Background: an optimization exercise with open tools, aiming at small area. Do not read the settings as production practice.
Only simulation tests tie the RTL to the original design; equivalence was not proved.
Power and IR drop assume default switching activity.

--- design/flow/design.v ---
`timescale 1 ps / 1 ps
`default_nettype none
module ddr4_access_top (
      input  wire         pr_logic_clk_clk,
      input  wire         iopll_locked,
      input  wire         pr_logic_mm_waitrequest,
      input  wire [511:0] pr_logic_mm_readdata,
      input  wire         pr_logic_mm_readdatavalid,
      output reg  [4:0]   pr_logic_mm_burstcount,
      output reg  [511:0] pr_logic_mm_writedata,
      output reg  [30:0]  pr_logic_mm_address,
      output reg          pr_logic_mm_write,
      output reg          pr_logic_mm_read,
      output reg  [63:0]  pr_logic_mm_byteenable,
      output reg          pr_logic_mm_debugaccess,
      input  wire         local_cal_success,
      input  wire         local_cal_fail,
      output wire         ddr4a_global_reset,
      output reg          pr_logic_reset,
      output reg          pr_logic_cra_waitrequest,
      output wire [31:0]  pr_logic_cra_readdata,
      output wire         pr_logic_cra_readdatavalid,
      input  wire [0:0]   pr_logic_cra_burstcount,
      input  wire [31:0]  pr_logic_cra_writedata,
      input  wire [13:0]  pr_logic_cra_address,
      input  wire         pr_logic_cra_write,
      input  wire         pr_logic_cra_read,
      input  wire [3:0]   pr_logic_cra_byteenable,
      input  wire         pr_logic_cra_debugaccess,
      input  wire         pr_logic_reset_reset_n
   );
   wire clk   = pr_logic_clk_clk;
   wire rst_n = pr_logic_reset_reset_n;
   reg cs1, cs2, cf1, cf2;
   always @(posedge clk or negedge rst_n) begin
      if (!rst_n) begin
         cs1 <= 1'b0; cs2 <= 1'b0; cf1 <= 1'b0; cf2 <= 1'b0;
      end else begin
         cs1 <= local_cal_success; cs2 <= cs1;
         cf1 <= local_cal_fail;    cf2 <= cf1;
      end
   end
   wire cal_success = cs2;
   wire cal_fail    = cf2;
   reg         first;           
   reg  [31:0] r1, r2, r4, r5, r6, r7;
   reg  [31:0] cnt_q;           
   reg         pass_d, sw_d;
   reg         cs_q, cf_q, iop_q;
   reg  [1:0]  err_q;
   reg  [31:0] rdata;
   reg         rvalid;
   reg         sw_reset;
   wire        pass, fail;
   wire        ddr_access_completed;
   reg         clear_start_operation;
   reg  [1:0]  pr_op_err;
   wire        addr_ok = ~|pr_logic_cra_address[13:5];
   wire [2:0]  ra      = pr_logic_cra_address[4:2];
   wire        wr_ok   = pr_logic_cra_write & addr_ok;
   function automatic [31:0] inc32(input [31:0] x, input ci);
      reg [32:0] c;
      integer i;
      begin
         c[0] = ci;
         for (i = 0; i < 32; i = i + 1)
            if ((i + 1) % 8 == 0) c[i+1] = ci & (&(x | ~((33'h1 << (i + 1)) - 33'h1)));
            else                c[i+1] = c[i] & x[i];
         inc32 = x ^ c[31:0];
      end
   endfunction
   function automatic [31:0] merge(input [31:0] old, input [31:0] wd, input [3:0] be);
      merge = { be[3] ? wd[31:24] : old[31:24],
                be[2] ? wd[23:16] : old[23:16],
                be[1] ? wd[15:8]  : old[15:8],
                be[0] ? wd[7:0]   : old[7:0] };
   endfunction
   always @(posedge clk or negedge rst_n) begin
      if (!rst_n) begin
         first <= 1'b1;
         r1 <= 32'h0;
         r2 <= 32'h0;
         r4 <= 32'hcab4_beef;
         r5 <= 32'hdab5_beef;
         r6 <= 32'hdad6_beef;
         r7 <= 32'hebb7_beef;
         rvalid <= 1'b0;
         sw_reset <= 1'b0;
      end else begin
         first <= 1'b0;
         if (wr_ok && ra == 3'd1)
            r1 <= merge(r1, pr_logic_cra_writedata, pr_logic_cra_byteenable);
         else if (!pr_logic_cra_write && (clear_start_operation || ddr_access_completed))
            r1[2] <= 1'b0;
         if (wr_ok && ra == 3'd2) r2 <= merge(r2, pr_logic_cra_writedata, pr_logic_cra_byteenable);
         if (wr_ok && ra == 3'd4) r4 <= merge(r4, pr_logic_cra_writedata, pr_logic_cra_byteenable);
         if (wr_ok && ra == 3'd5) r5 <= merge(r5, pr_logic_cra_writedata, pr_logic_cra_byteenable);
         if (wr_ok && ra == 3'd6) r6 <= merge(r6, pr_logic_cra_writedata, pr_logic_cra_byteenable);
         if (wr_ok && ra == 3'd7) r7 <= merge(r7, pr_logic_cra_writedata, pr_logic_cra_byteenable);
         rvalid <= pr_logic_cra_read;
         sw_reset <= r1[3];
      end
   end
   always @(posedge clk) begin
      cs_q   <= cal_success;
      cf_q   <= cal_fail;
      iop_q  <= iopll_locked;
      err_q  <= pr_op_err;
      pass_d <= pass;
      sw_d   <= sw_reset;
      if (first || sw_d) cnt_q <= 32'h0;
      else               cnt_q <= inc32(cnt_q, pass_d);
   end
   wire [7:0] sel;
   genvar gs;
   generate
      for (gs = 0; gs < 8; gs = gs + 1) begin : g_sel
         assign sel[gs] = addr_ok && (ra == gs);
      end
   endgenerate
   wire sel0_live = sel[0] & ~first;
   wire sel0_rst  = sel[0] & first;
   wire sel3_live = sel[3] & ~first;
   wire sel3_rst  = sel[3] & first;
   wire [31:0] reg0_live = {15'h0, iop_q, 2'b00, cf_q, cs_q, 2'b00, err_q, 8'h00};
   wire [31:0] rmux =
        ({32{sel0_live}} & reg0_live)   | ({32{sel[0]}} & 32'h0000_00ef) |
        ({32{sel0_rst}} & 32'hace0_be00) |
        ({32{sel[1]}} & r1) | ({32{sel[2]}} & r2) |
        ({32{sel3_live}} & cnt_q) | ({32{sel3_rst}} & 32'hbee3_beef) |
        ({32{sel[4]}} & r4) | ({32{sel[5]}} & r5) | ({32{sel[6]}} & r6) | ({32{sel[7]}} & r7) |
        ({32{~addr_ok}} & 32'haabb_ccdd);
   always @(posedge clk) rdata <= rmux;
   assign pr_logic_cra_readdata      = rdata;
   assign pr_logic_cra_readdatavalid = rvalid;
   always @(*) pr_logic_cra_waitrequest = first;
   wire [1:0]  mode        = r1[1:0];
   wire        start_operation = r1[2];
   wire        emif_reset  = r1[4];
   wire        load_seed   = r1[5];
   wire [7:0]  limit       = r1[15:8];
   wire [31:0] mem_addr    = r2;
   wire [31:0] seed        = r4;
   always @(*) pr_logic_reset = sw_reset | ~rst_n;
   reg start_operation_q, clear_pr_op_err;
   wire max_retry_cal_reached;
   always @(posedge clk or negedge rst_n) begin
      if (!rst_n) begin
         pr_op_err <= 2'b0; start_operation_q <= 1'b0; clear_pr_op_err <= 1'b0;
      end else if (sw_reset) begin
         pr_op_err <= 2'b0; start_operation_q <= 1'b0; clear_pr_op_err <= 1'b0;
      end else begin
         start_operation_q <= start_operation;
         clear_pr_op_err   <= ~start_operation_q & start_operation;
         if (clear_pr_op_err) pr_op_err <= 2'b0;
         else                 pr_op_err <= {fail, max_retry_cal_reached};
      end
   end
   reg [1:0] recal_counter;    
   reg [7:0] rst_counter;
   reg       gr_q, gr, emif_reset_q, emif_sw_reset;
   reg       start_recalibration, reset_recal_counter;
   assign max_retry_cal_reached = recal_counter[1];
   wire rst_blk_busy = ~rst_counter[7] | gr;
   assign ddr4a_global_reset = gr;
   always @(posedge clk or negedge rst_n) begin
      if (!rst_n) begin
         recal_counter <= 2'b0;
         rst_counter <= 8'b0;
         gr_q <= 1'b0; gr <= 1'b0; emif_reset_q <= 1'b0; emif_sw_reset <= 1'b0;
      end else begin
         if (sw_reset || reset_recal_counter) recal_counter <= 2'b0;
         else if (start_recalibration)        recal_counter <= {recal_counter[0], ~recal_counter[0]};
         if (start_recalibration || emif_sw_reset) rst_counter <= 8'b0;
         else                                      rst_counter <= inc32({24'h0, rst_counter}, ~rst_counter[7]);
         gr_q <= ~rst_counter[7];
         gr   <= gr_q;
         emif_reset_q  <= emif_reset;
         emif_sw_reset <= emif_reset & ~emif_reset_q;
      end
   end
   localparam [2:0] M_IDLE = 3'd0, M_CAL = 3'd1, M_WAIT = 3'd2, M_RETRY = 3'd3, M_DDR = 3'd4;
   reg [2:0] m_state, m_next;
   reg       start_traffic_generator;
   always @(*) begin
      m_next = M_IDLE;
      case (m_state)
         M_IDLE:
            if (start_operation && !ddr_access_completed && !max_retry_cal_reached) m_next = M_CAL;
            else m_next = M_IDLE;
         M_CAL:
            case ({cal_success, cal_fail})
               2'b00: m_next = M_WAIT;
               2'b01: m_next = max_retry_cal_reached ? M_IDLE : M_RETRY;
               2'b10: m_next = M_DDR;
               default: m_next = M_IDLE;
            endcase
         M_WAIT:
            if (!rst_blk_busy && (cal_success || cal_fail)) m_next = M_CAL;
            else m_next = M_WAIT;
         M_RETRY: m_next = M_WAIT;
         default: m_next = start_operation ? M_DDR : M_IDLE;
      endcase
   end
   always @(posedge clk or negedge rst_n) begin
      if (!rst_n) begin
         m_state <= M_IDLE;
         clear_start_operation <= 1'b0;
         start_recalibration <= 1'b0;
         start_traffic_generator <= 1'b0;
         reset_recal_counter <= 1'b0;
      end else if (sw_reset) begin
         m_state <= M_IDLE;
         clear_start_operation <= 1'b0;
         start_recalibration <= 1'b0;
         start_traffic_generator <= 1'b0;
         reset_recal_counter <= 1'b0;
      end else begin
         m_state <= m_next;
         clear_start_operation <= (m_next == M_IDLE && max_retry_cal_reached && cal_fail) ||
                                  (m_next == M_DDR && ddr_access_completed && start_operation);
         start_recalibration <= (m_next == M_RETRY);
         start_traffic_generator <= (m_next == M_DDR) && !(ddr_access_completed && start_operation);
         reset_recal_counter <= (m_next == M_CAL) && max_retry_cal_reached && cal_success;
      end
   end
   reg [31:0] lfsr;
   always @(posedge clk) begin
      if (sw_reset)        lfsr <= 32'b0;
      else if (first)      lfsr <= 32'h2300_0000;
      else if (load_seed)  lfsr <= seed;
      else lfsr <= {lfsr[0], lfsr[31], ~(lfsr[30] ^ lfsr[0]), lfsr[29:27],
                    ~(lfsr[26] ^ lfsr[0]), ~(lfsr[25] ^ lfsr[0]), lfsr[24:1]};
   end
   localparam [1:0] T_IDLE = 2'd0, T_ACTIVE = 2'd1, T_WAIT = 2'd2;
   reg  [1:0]  t_state, t_next;
   reg         start_traffic_generator_q;
   reg         completed_q;
   reg  [30:0] initial_addr;
   reg  [30:0] target_address;
   reg  [31:0] target_seed;      
   wire [30:0] lim_w    = {23'h0, limit};
   wire [30:0] carry_in = target_address ^ mem_addr[30:0] ^ lim_w;
   wire [30:0] carry_out = (mem_addr[30:0] & lim_w) | ((mem_addr[30:0] | lim_w) & ~target_address);
   wire        at_sum   = ~carry_in[0] & (carry_in[30:1] == carry_out[29:0]);
   wire        at_final = (mode == 2'b00) ? (target_address == 31'h003f_ffff) : at_sum;
   wire        start_ddr_wr_rd = (t_state != T_IDLE);
   assign      ddr_access_completed = completed_q;
   always @(*) begin
      case (t_state)
         T_IDLE:   t_next = (!(at_final && |target_address) && start_traffic_generator) ? T_ACTIVE : T_IDLE;
         T_ACTIVE: t_next = at_final ? T_IDLE : T_WAIT;
         default:  t_next = (pass | fail) ? T_ACTIVE : T_WAIT;
      endcase
   end
   always @(posedge clk or negedge rst_n) begin
      if (!rst_n) begin
         t_state <= T_IDLE;
         completed_q <= 1'b0;
         start_traffic_generator_q <= 1'b0;
      end else if (sw_reset) begin
         t_state <= T_IDLE;
         completed_q <= 1'b0;
         start_traffic_generator_q <= 1'b0;
      end else begin
         t_state <= t_next;
         completed_q <= !first && (t_next == T_IDLE) && at_final && |target_address;
         start_traffic_generator_q <= start_traffic_generator;
      end
   end
   always @(posedge clk) begin
      if (sw_reset || first)  target_address <= 31'b0;
      else if (!start_ddr_wr_rd) target_address <= initial_addr;
      else                    target_address <= inc32({1'b0, target_address}, pass | fail);
   end
   always @(posedge clk) initial_addr <= mem_addr[30:0];
   always @(posedge clk) begin
      if (pass || (start_traffic_generator && !start_traffic_generator_q))
         target_seed <= lfsr;
   end
   function automatic [511:0] expand(input [31:0] r);
      expand = {
         ~{r[31:10]},~{r[9:0],r[31:22]},~{r[21:0]},
         ~{r[31:10]},~{r[9:0],r[31:22]}, {r[21:0]},
         ~{r[31:10]}, {r[9:0],r[31:22]},~{r[21:0]},
         ~{r[31:10]}, {r[9:0],r[31:22]}, {r[21:0]},
          {r[31:10]},~{r[9:0],r[31:22]},~{r[21:0]},
          {r[31:10]},~{r[9:0],r[31:22]}, {r[21:0]},
          {r[31:10]}, {r[9:0],r[31:22]},~{r[21:0]},
          {r[31:10]}, {r[9:0],r[31:22]}, {r[21:0]} };
   endfunction
   localparam [3:0] D_IDLE = 4'd0, D_WR = 4'd1, D_WWD1 = 4'd2, D_WWD0 = 4'd3,
                    D_RD = 4'd4, D_WRA1 = 4'd5, D_WRA0 = 4'd6, D_WRD = 4'd7,
                    D_PASS = 4'd8, D_FAIL = 4'd9;
   reg  [3:0]  d_state, d_next;
   reg  [31:0] wr_seed;       
   reg  [31:0] ref_seed;      
   reg  [30:0] ref_addr;
   wire [511:0] ref_data;
   wire [511:0] wr_data;
   localparam [511:0] INV = expand(32'h0);
   wire [511:0] rd_adj = pr_logic_mm_readdata ^ INV;
   wire [31:0]  grp_ok;
   genvar gj;
   generate
      for (gj = 0; gj < 32; gj = gj + 1) begin : g_cmp
         localparam [511:0] POS = expand(32'h1 << gj) ^ INV;
         wire all1 = &(rd_adj | ~POS);
         wire all0 = ~|(rd_adj & POS);
         assign grp_ok[gj] = ref_seed[gj] ? all1 : all0;
      end
   endgenerate
   wire         rd_match = &grp_ok;
   always @(*) begin
      case (d_state)
         D_IDLE: d_next = start_ddr_wr_rd ? D_WR : D_IDLE;
         D_WR:   d_next = pr_logic_mm_waitrequest ? D_WWD1 : D_WWD0;
         D_WWD1, D_WWD0: d_next = pr_logic_mm_waitrequest ? D_WWD1 : D_RD;
         D_RD:   d_next = pr_logic_mm_waitrequest ? D_WRA1 : D_WRA0;
         D_WRA1, D_WRA0: d_next = pr_logic_mm_waitrequest ? D_WRA1 : D_WRD;
         D_WRD:  d_next = pr_logic_mm_readdatavalid ? (rd_match ? D_PASS : D_FAIL) : D_WRD;
         default: d_next = D_IDLE;
      endcase
   end
   always @(posedge clk or negedge rst_n) begin
      if (!rst_n)        d_state <= D_IDLE;
      else if (sw_reset) d_state <= D_IDLE;
      else               d_state <= d_next;
   end
   assign pass = (d_state == D_PASS);
   assign fail = (d_state == D_FAIL);
   always @(*) begin
      pr_logic_mm_write = (d_state == D_WR) || (d_state == D_WWD1);
      pr_logic_mm_read  = (d_state == D_RD) || (d_state == D_WRA1);
   end
   wire capture = (d_state == D_IDLE) && start_ddr_wr_rd;
   always @(posedge clk) begin
      wr_seed <= target_seed;
      if (capture) begin
         ref_seed <= target_seed;
         ref_addr <= target_address;
      end
   end
   assign ref_data = expand(ref_seed);
   assign wr_data  = expand(wr_seed);
   always @(*) begin
      pr_logic_mm_writedata   = wr_data;
      pr_logic_mm_address     = ref_addr;
      pr_logic_mm_byteenable  = {64{1'b1}};
      pr_logic_mm_burstcount  = 5'd1;
      pr_logic_mm_debugaccess = 1'b0;
   end
endmodule
--- design/flow/flow/run.sh ---
#!/bin/bash
# The standard ORFS layout (standard.sh), with these changes:
# - the smallest buffer (buf_1) on every input and output port;
# - pins on met2 and met4 at the top and bottom edges (met3 at the sides);
# - one tie cell per constant instead of one per constant output;
# - a clock tree of small buffers without dummy loads.
set -euo pipefail
export CTS_ARGS="-sink_clustering_enable -repair_clock_nets -dont_use_dummy_load -buf_list sky130_fd_sc_hd__clkbuf_8 -sink_clustering_size 17 -sink_clustering_max_diameter 55"
bash standard.sh "BUFFER_PORTS_ARGS=-buffer_cell sky130_fd_sc_hd__buf_1" "IO_PLACER_V=met2 met4" "SKIP_REPAIR_TIE_FANOUT=1" finish > flow_make.log 2>&1
--- design/flow/standard.sh ---
#!/bin/bash
# synth_recipe.tcl (not shown) runs the flow's synth.tcl, then flattens the netlist and writes it again
# the make line also repeats each setting of config.mk as NAME=value (left out here)
make -C /OpenROAD-flow-scripts/flow DESIGN_CONFIG=/design/flow/config.mk WORK_HOME=/design/flow/orfs CLKGATE_MAP_FILE= SYNTH_SCRIPT=/design/flow/synth_recipe.tcl "${@:-finish}"
--- design/flow/config.mk ---
export PLATFORM = sky130hd
export DESIGN_NAME = ddr4_access_top
export DESIGN_NICKNAME = ddr4_access_top
export VERILOG_FILES = /design/flow/design.v
export SDC_FILE = /design/flow/constraint.sdc
export NUM_CORES = 4
export LEC_CHECK = 0
export CAP_MARGIN = 20
export CORE_AREA = 10 10 290 290
export DIE_AREA = 0 0 300 300
export PLACE_DENSITY = 0.75
export SLEW_MARGIN = 20
--- design/flow/constraint.sdc ---
create_clock -name core_clock -period 5.0 [get_ports {pr_logic_clk_clk}]
set_input_delay 1.0000 -clock core_clock [delete_from_list [all_inputs] [get_ports {pr_logic_clk_clk}]]
set_output_delay 1.0000 -clock core_clock [all_outputs]
set_load 0.01 [all_outputs]
==> results.yml, run 1 <==
worst_hold_path:
  min_from: "cf1$_DFF_PN0_"
  holdCritPathClass: "flip-flop to flip-flop"
synthesis:
  synth_nets: 3092
  synth_commonest_cells: "buf_4 (522), dfxtp_1 (197), mux2_1 (166)"
  synth_top_family_by_area: "buffers and inverters"
  synthMuxAreaShare_pct: 9.49
  synthAdderAreaFrac_pct: 4.52
  synthArstFlopShare_pct: 44.3
  synth.most_common_cell: "buf_4"
  synth_area_leaders: "dfxtp_1 (15%), buf_4 (15%), dfrtp_1 (13%)"
  synthCells: 2427
  yosysSeqAreaShare_pct: 47.5
  synth_compound_area_share_pct: 5.98
  ys_warn_count: 1
  syn_area_um2: 26800
  synth-simple-area-share_pct: 14.5
  synth_xor_area_share_pct: 1.47
  yosysTopAreaCell: "dfxtp_1"
  synth_ff_type: "dfxtp_1"
  yosys.area.top_type_share_pct: 14.7
  ys_ff_latch: 524
  ys_types: 65
  synth_edf_count: 95
  syn-mean-instance-area_um2: 11.0
pwr:
  powerDensity_nw_per_um2: 289
  ir_drop_v: 0.000286
  finalPower_w: 0.00840
  p_leak_nw: 10.7
timing:
  drv_slew: 0
  clock_skew_ns: 0.0821
  grt_setup_unrepaired: "no"
  period_share_pct: 70.4
  hold_violations: 0
  setup_ws_ns: 1.48
  setup_viol: 0
  worst_slew_pin_slew_ns: 1.19
  setup_tns_ns: 0
  timing.hold.ws_ns: 0.344
  clock.fmax_mhz: 284
  fin_crit_ns: 3.52
  max_slew_margin_pct: 20.7
setup_path:
  crit_chain: "inv_1 > buf_1"
  endpoint_kind: "primary output"
  worstPathRequired_ns: 4.00
  cp_max_fo: 9
  worstSetupPathType: "flip-flop to primary output"
  reg2reg_from: "d_state[1]$_DFF_PN0_"
  critPathMaxStageDelay_ns: 1.02
  crit_start: "wr_seed[21]$_DFF_P_"
  arrival_ns: 2.52
  slowest_stage: "dfxtp_1"
  cp-start-kind: "flip-flop"
clock_tree:
  holdBufCountCts: 0
  insertion_delay_ns: 0.61
  cts_resized: 0
  cts_tree: "yes"
  cts_setup_buffers: 0
  path_clk_slew_ns: 0.10
  ctsRootBufferMaster: "clkbuf_8"
  cts_buffers: 40
  cts_max_level: 2
  cts.sinks: 524
  clock_path_buffers: 3
final_layout:
  nNetsFinal: 3727
  drive_gt1_share_pct: 7.22
  nFillCells: 7894
  synthToLayoutAreaGrowth_pct: 8.71
  layout.cells.non_filler: 4125
die:
  io_pins: 1224
  core_area_um2: 77600
  initial_utilization_pct: 34.5
  dieArea_um2: 90000
  dieWidth_um: 300
  fp-row-count: 102
  fp.dieH_um: 300
route:
  firstDrtPassIters: 6
  drt-initial-drc-count: 2069
  vias: 22600
  drtAntennaViolNets: 0
  wl_per_cell_um: 29.1
  vias_per_cell: 5.47
  route.detailed.drc: 0
  wl_mm: 120
global_route:
  track_usage_pct: 24.7
  grt_pass1_wl_mm: 163
  antenna_found_initial: 46
  first_global_vias: 22200
  grt_remaining_overflow: 0
  grt_max_degree: 173
status:
  status: "finished clean"
placement:
  port_buffers: 1149
  post-place-ws_ns: 0.952
  place_hpwl_mm: 100
  placed_cells: 4058
  place_congestion: 1.01
run:
  cap_violations: 0
==> final timing paths <==
check	slack (ns)	to	cells past startpoint
worst max-delay path	1.48	pr_logic_mm_writedata[341]	2
worst min-delay path	0.34	cf2$_DFF_PN0_	0
worst max register to register	1.76	target_address[23]$_SDFF_PP0_	13
worst min register to register	0.34	cf2$_DFF_PN0_	0
max in group asynchronous	3.44	d_state[2]$_DFF_PN0_	3
min in group asynchronous	0.45	r1[29]$_DFFE_PN0P_	2
==> worst max-delay path, delay by kind of cell (launching register included) <==
kind,cells,cell delay [ns]
buffers and inverters,2,0.93
flip-flops,1,1.02
==> power breakdown <==
part	internal [W]	leakage (nW)	switching, W	total (W)
registers	0.00458	5.28	0.000287	0.00486
logic	0.000464	5.10	0.00105	0.00151
clock network	0.000720	0.288	0.00131	0.00203
total	0.00576	10.7	0.00264	0.00840
==> cell families after synthesis <==
| logic type | count (synthesis) |
|---|---|
| other | 2 |
| multiplexers | 230 |
| adder cells (fa/ha/maj) | 92 |
| buffers and inverters | 651 |
| AO/OA/AOI/OAI | 216 |
| XOR/XNOR | 45 |
| flip-flops | 524 |
| AND/OR/NAND/NOR | 667 |
==> metrics by stage <==
stage | area [um2] | util (%)
after floorplan | 26800 | -
after global placement | 28500 | 36.7
after detailed placement | 28500 | 36.7
after CTS | 29000 | 37.4
after global routing | 29100 | 37.5
final | 29100 | 37.5
==> layout make-up <==
cell class / count / area (um2) / area share, %
tap: 1040 / 1300 / 4.47
clock buffer: 40 / 551 / 1.89
antenna: 25 / 62.6 / 0.215
timing repair buffer: 1171 / 4530 / 15.6
inverter: 73 / 274 / 0.941
sequential: 524 / 12700 / 43.7
multi-input combinational: 1252 / 9680 / 33.2
==> placed cells by master, fill, tap and decap left out, types with 28 or more instances in the layout <==
cell type and n:
a21oi_1 47, mux2i_1 39, dfstp_2 93, xnor2_1 40, dfrtp_1 138, or4_1 96
dfxtp_1 197, ha_1 84, and2_1 39, nor4_1 85, clkbuf_8 40, nand2_1 104
nor2_1 75, nand4_1 153, mux2_1 166, buf_1 1148, a22oi_1 47, inv_1 73
edfxtp_1 95, nand3_1 28, a221oi_1 33
==> per-layer routing <==
| layer | vias up | global-route usage [%] | share of wire [%] |
|---|---|---|---|
| met3 | 548 | 7.82 | 9.6 |
| li1 | 9622 | - | - |
| met1 | 10900 | 28.8 | 37 |
| met2 | 1480 | 40.0 | 46 |
| met5 | - | 0 | 0.15 |
| met4 | 28 | 13.6 | 6.6 |
==> run 2, diff against run 1 <==
--- a/design/flow/config.mk
+++ b/design/flow/config.mk
@@ -8,5 +8,5 @@
 export CAP_MARGIN = 20
 export CORE_AREA = 10 10 290 290
 export DIE_AREA = 0 0 300 300
-export PLACE_DENSITY = 0.75
+export PLACE_DENSITY = 0.65
 export SLEW_MARGIN = 20
==> run 2 against run 1 <==
Compared with the run above:
- still clean on timing, DRC and antenna
- final cell count is 0.22% higher
- via count is 0.58% lower
- global-route usage is 0.61 points higher
- sequential share of layout area is 0.082 points lower
- critical endpoint is now pr_logic_mm_writedata[363]
==> results.yml, run 2 <==
status:
  status: "finished clean"
route:
  route.detailed.drc: 0
  wl_mm: 122
  wl_per_cell_um: 29.6
  drt-initial-drc-count: 1966
  vias: 22400
  vias_per_cell: 5.43
  drtAntennaViolNets: 0
  firstDrtPassIters: 10
timing:
  clock_skew_ns: 0.0572
  setup_viol: 0
  drv_slew: 0
  setup_tns_ns: 0
  hold_violations: 0
  fin_crit_ns: 3.82
  clock.fmax_mhz: 262
  period_share_pct: 76.5
  worst_slew_pin_slew_ns: 1.09
  max_slew_margin_pct: 27.0
  timing.hold.ws_ns: 0.337
  grt_setup_unrepaired: "no"
clock_tree:
  ctsRootBufferMaster: "clkbuf_8"
  insertion_delay_ns: 0.59
  holdBufCountCts: 0
  path_clk_slew_ns: 0.10
  clock_path_buffers: 3
  cts_buffers: 41
  cts_max_level: 2
  cts_resized: 0
  cts_tree: "yes"
  cts_setup_buffers: 0
  cts.sinks: 524
synthesis:
  synth_area_leaders: "dfxtp_1 (15%), buf_4 (15%), dfrtp_1 (13%)"
  yosysTopAreaCell: "dfxtp_1"
  synth_nets: 3092
  ys_ff_latch: 524
  ys_types: 65
  ys_warn_count: 1
  yosys.area.top_type_share_pct: 14.7
  synth_commonest_cells: "buf_4 (522), dfxtp_1 (197), mux2_1 (166)"
  synthArstFlopShare_pct: 44.3
  synth_edf_count: 95
  synthCells: 2427
  synth_ff_type: "dfxtp_1"
  yosysSeqAreaShare_pct: 47.5
  syn-mean-instance-area_um2: 11.0
  syn_area_um2: 26800
  synth.most_common_cell: "buf_4"
global_route:
  grt_max_degree: 116
  grt_remaining_overflow: 0
  track_usage_pct: 25.3
  grt_pass1_wl_mm: 166
  antenna_found_initial: 49
  first_global_vias: 22000
pwr:
  clkPwrFrac_pct: 24.3
  p_leak_nw: 10.7
  powerDensity_nw_per_um2: 289
  ir_drop_v: 0.000258
  swShare_pct: 31.5
  pwr-share-comb_pct: 18.4
  finalPower_w: 0.00844
  switchingPower_w: 0.00266
  p_seq_share_pct: 57.3
  internal-power_w: 0.00578
die:
  core_area_um2: 77600
  fp-row-count: 102
  dieArea_um2: 90000
  io_pins: 1224
  initial_utilization_pct: 34.5
  fp.dieH_um: 300
  dieWidth_um: 300
setup_path:
  cp_max_fo: 9
  crit_chain: "inv_1 > buf_1"
  slowest_stage: "dfxtp_1"
  endpoint_kind: "primary output"
  cp-start-kind: "flip-flop"
  worstPathRequired_ns: 4.00
  critPathMaxStageDelay_ns: 1.05
  cp_top_family: "buffers and inverters"
  worstSetupPathType: "flip-flop to primary output"
  regToRegSetupSlack_ns: 1.75
  cp_num_buf_inv: 2
  arrival_ns: 2.82
final_layout:
  synthToLayoutAreaGrowth_pct: 8.91
  final_common_cell: "buf_1"
  layout.cells.non_filler: 4134
  nNetsFinal: 3736
  most-common-layout-cells: "buf_1 (1148), dfxtp_1 (197), mux2_1 (166)"
  design_area_um2: 29200
  drive_gt1_share_pct: 7.49
placement:
  place_hpwl_mm: 103
  place_congestion: 1.02
  port_buffers: 1149
  placed_cells: 4067
  place_area_um2: 28500
run:
  cap_violations: 0
worst_hold_path:
  holdCritPathClass: "input port to async pin"
==> run 2: power by group through the flow <==
| stage | logic (W) | clock network, W | registers (W) |
|---|---|---|---|
| finish | 0.00155 | 0.00205 | 0.00484 |
| detailed placement | 0.00154 | 0 | 0.00493 |
| CTS | 0.00155 | 0.00211 | 0.00484 |
| floorplan | 0.00107 | 0 | 0.00481 |
| global route | 0.00168 | 0.00225 | 0.00487 |
| global placement | 0.00152 | 0 | 0.00492 |
==> run 2: worst paths after layout <==
kind                                   startpoint                       endpoint  cells past startpoint
setup / recovery              wr_seed[11]$_DFF_P_     pr_logic_mm_writedata[363]                      2
hold / removal             pr_logic_reset_reset_n             r2[31]$_DFFE_PN0P_                      1
setup reg to reg             d_state[1]$_DFF_PN0_  target_address[23]$_SDFF_PP0_                     13
hold reg to reg            pr_op_err[1]$_DFF_PN0_               err_q[1]$_DFF_P_                      0
max in group asynchronous  pr_logic_reset_reset_n             r2[11]$_DFFE_PN0P_                      3
min in group core_clock    pr_op_err[1]$_DFF_PN0_               err_q[1]$_DFF_P_                      0
==> run 2: logic make-up after synthesis <==
group           count (synthesis)  share of synthesized area (%)
mux                           230                           9.49
simple gates                  667                           14.5
buf+inv                       651                           16.5
xor+xnor                       45                           1.47
compound gates                216                           5.98
flops                         524                           47.5
fa+ha+maj                      92                           4.52
other cells                     2                         0.0280
==> run 2: metrics by stage <==
stage | utilization [%] | setup slack [ns]
after floorplan | - | 0.814
after global placement | 36.8 | 1.03
after detailed placement | 36.8 | 0.993
after CTS | 37.5 | 1.34
after global routing | 37.6 | 1.24
final | 37.6 | 1.18
==> run 2: area by class of cell <==
type	count	area, um2
clock buffer	41	564
multi-input combinational	1252	9680
tap	1040	1300
timing repair buffer	1179	4570
fill	8003	48400
antenna	25	62.6
sequential	524	12700
inverter	73	274
==> run 2: routing by layer <==
layer / routed length [um] / up-vias / part of all wire [%] / global-route usage (%)
met5: 225 / - / 0.18 / 1.68
met4: 7470 / 18 / 6.1 / 13.1
met3: 10800 / 517 / 8.8 / 7.53
met2: 57300 / 1382 / 47 / 41.2
met1: 46600 / 10900 / 38 / 29.9
li1: - / 9665 / - / -
==> run 3, diff against run 2 <==
--- a/design/flow/config.mk
+++ b/design/flow/config.mk
@@ -6,7 +6,7 @@
 export NUM_CORES = 4
 export LEC_CHECK = 0
 export CAP_MARGIN = 20
-export CORE_AREA = 10 10 290 290
-export DIE_AREA = 0 0 300 300
-export PLACE_DENSITY = 0.65
+export CORE_AREA = 10 10 310 310
+export DIE_AREA = 0 0 320 320
+export PLACE_DENSITY = 0.75
 export SLEW_MARGIN = 20
==> run 3 against run 2 <==
Compared with the run above:
- hold slack worse by 0.093 ns
- area after synthesis stayed put
- sequential share of layout area is 0.27 points lower
- flip-flop and latch count stayed put
- die area is 14% higher
- utilization is 4.5 points lower
- wire length is 4.6% higher
- clock skew is 0.018 ns higher
- critical endpoint is now r1[28]$_DFFE_PN0P_
- worst setup slack better by 0.25 ns
- critical path depth is 5 higher
- via count is 2.3% higher
- combinational power hardly changed
==> results.yml, run 3 <==
status:
  status: "finished clean"
timing:
  clock_skew_ns: 0.0754
  drv_slew: 0
  timing.hold.ws_ns: 0.244
  setup_tns_ns: 0
  grt_setup_unrepaired: "no"
  clock.fmax_mhz: 280
  period_share_pct: 71.5
  fin_crit_ns: 3.58
  max_slew_margin_pct: 27.2
  worst_slew_pin_slew_ns: 1.09
  hold_violations: 0
  setup_viol: 0
final_layout:
  drive_gt1_share_pct: 7.49
  multi_input_area_um2: 9680
  nFillCells: 9175
  most-common-layout-cells: "buf_1 (1148), dfxtp_1 (197), mux2_1 (166)"
  regArea_um2: 12700
  final_common_cell: "buf_1"
  nNetsFinal: 3736
  synthToLayoutAreaGrowth_pct: 9.58
die:
  initial_utilization_pct: 30.2
  dieWidth_um: 320
  fp-row-count: 109
  io_pins: 1224
  dieArea_um2: 102000
  core_area_um2: 88800
  fp.dieH_um: 320
route:
  drtAntennaViolNets: 0
  highest_layer: "met5"
  dr_wl_met2_mm: 59.3
  route.detailed.drc: 0
  firstDrtPassIters: 7
  wl_per_cell_um: 29.9
  vias_per_cell: 5.36
  wl_mm: 128
  wl_met1_mm: 48.7
  vias: 23000
  met3_length_mm: 10.7
  drt-initial-drc-count: 2121
pwr:
  clkPwrFrac_pct: 24.1
  finalPower_w: 0.00844
  pwr-share-comb_pct: 18.5
  swShare_pct: 31.7
  switchingPower_w: 0.00268
  powerDensity_nw_per_um2: 287
  ir_drop_v: 0.000219
  p_leak_nw: 10.7
  p_seq_share_pct: 57.4
  internal-power_w: 0.00576
clock_tree:
  cts_tree: "yes"
  cts_buffers: 40
  holdBufCountCts: 0
  cts_setup_buffers: 0
  insertion_delay_ns: 0.63
  cts_max_level: 2
  cts.sinks: 524
  ctsRootBufferMaster: "clkbuf_8"
  clock_path_buffers: 3
  cts_resized: 0
  path_clk_slew_ns: 0.10
placement:
  place_hpwl_mm: 108
  place_congestion: 1.01
  port_buffers: 1149
synthesis:
  synth_edf_count: 95
  synthMuxAreaShare_pct: 9.49
  synth-simple-area-share_pct: 14.5
  synth_compound_area_share_pct: 5.98
  synth_nets: 3092
  synth_commonest_cells: "buf_4 (522), dfxtp_1 (197), mux2_1 (166)"
  yosysTopAreaCell: "dfxtp_1"
  ys_ff_latch: 524
  synth_top_family_by_area: "buffers and inverters"
  synth_xor_area_share_pct: 1.47
  syn-mean-instance-area_um2: 11.0
  synth_ff_type: "dfxtp_1"
  syn_area_um2: 26800
  synthArstFlopShare_pct: 44.3
  synthAdderAreaFrac_pct: 4.52
  ys_warn_count: 1
  synth_area_leaders: "dfxtp_1 (15%), buf_4 (15%), dfrtp_1 (13%)"
  synthCells: 2427
  yosysSeqAreaShare_pct: 47.5
  ys_types: 65
  synth.most_common_cell: "buf_4"
  yosys.area.top_type_share_pct: 14.7
global_route:
  first_global_vias: 22400
  grt_remaining_overflow: 0
  track_usage_pct: 23.2
  grt_pass1_wl_mm: 172
  grt_max_degree: 79
  antenna_found_initial: 69
setup_path:
  worstPathRequired_ns: 5.44
  slowest_stage: "or4_1"
  reg2reg_depth: 13
  crit_top_cell: "or4_1"
  worstSetupPathType: "input port to flip-flop"
  endpoint_kind: "flip-flop"
  cp-start-kind: "input port"
  arrival_ns: 4.02
  critPathMaxStageDelay_ns: 0.82
  crit_chain: "buf_1 > or4_1 > or4_1 > nor2b_2 > buf_4 > and3_1 > mux2_1"
  cp_max_fo: 12
run:
  cap_violations: 0
worst_hold_path:
  holdCritPathClass: "input port to async pin"
## run 3: layout make-up
type                            count  area share, %
Tap cell                         1165           4.97
Inverter                           73          0.934
Clock buffer                       40           1.88
Multi-Input combinational cell   1252           33.0
Timing Repair Buffer             1180           15.5
Antenna cell                       48          0.409
Sequential cell                   524           43.3
## run 3: critical path: cells and delay by family
| kind | cells | cell delay, ns |
|---|---|---|
| muxes | 1 | 0.38 |
| and+or+nand+nor | 4 | 2.31 |
| buffers and inverters | 2 | 0.31 |
## run 3: metrics by stage
step	util [%]	worst slack (ns)	cells	cell area, um2
after floorplan	-	0.814	2427	26800
final	33.1	1.42	4282	29400
after global placement	32.3	0.907	4194	28700
after detailed placement	32.3	0.881	4194	28700
after CTS	32.9	1.48	4234	29200
after global routing	33.0	1.37	4269	29300
## run 3: power groups by stage
stage	registers [W]	clock network (W)	logic, W
global placement	0.00493	0	0.00155
floorplan	0.00481	0	0.00107
global route	0.00487	0.00223	0.00169
finish	0.00485	0.00203	0.00156
detailed placement	0.00493	0	0.00157
CTS	0.00484	0.00207	0.00158
## run 3: path summary, 6_finish.rpt
path                                          from                       endpoint  slack, ns
setup / recovery           pr_logic_cra_address[9]             r1[28]$_DFFE_PN0P_       1.42
hold / removal              pr_logic_reset_reset_n             r2[18]$_DFFE_PN0P_       0.24
setup reg to reg              d_state[1]$_DFF_PN0_  target_address[23]$_SDFF_PP0_       1.58
hold reg to reg             pr_op_err[0]$_DFF_PN0_               err_q[0]$_DFF_P_       0.35
max in group asynchronous   pr_logic_reset_reset_n             r6[19]$_DFFE_PN0P_       3.52
min in group core_clock     pr_op_err[0]$_DFF_PN0_               err_q[0]$_DFF_P_       0.35
## run 3: layer usage
metal | track usage [%] | vias up
met2 | 37.3 | 1532
met3 | 6.33 | 577
met1 | 27.2 | 11100
li1 | - | 9703
met5 | 0 | -
met4 | 15.0 | 20
## run 3: cells by family after synthesis
logic type,Yosys count
compound gates,216
xor+xnor,45
fa+ha+maj,92
buf+inv,651
flops,524
mux,230
other cells,2
simple gates,667

what the ideal ports hide:
In the flow no input, the clock included, has a driving cell. The finished layouts below were timed again as built, in two steps.
Step 1: set_driving_cell puts a clkbuf_16 on pr_logic_clk_clk and a buf_2 on each other input, an assumption about the parent block.
Step 2 moves the port delays by t, midway between the first and last clock arrival at a register: inputs arrive t later, outputs are due t later. That takes back most of the time a late clock gives input paths.
Slacks: ideal / step 1 / step 2; pairs: ideal / step 1.
run	t (ns)	setup slack, ns	worst setup path after step 2
run 1	0.624	1.478 / 1.429 / 0.967	input to register
run 2	0.620	1.177 / 1.122 / 0.998	input to register
run 3	0.636	1.425 / 1.434 / 0.798	input to register
After both steps setup and hold are still met in every run listed. For run 3, which loses most, drivers alone change the setup slack by +0.009 ns; drivers and shift together by -0.627 ns.
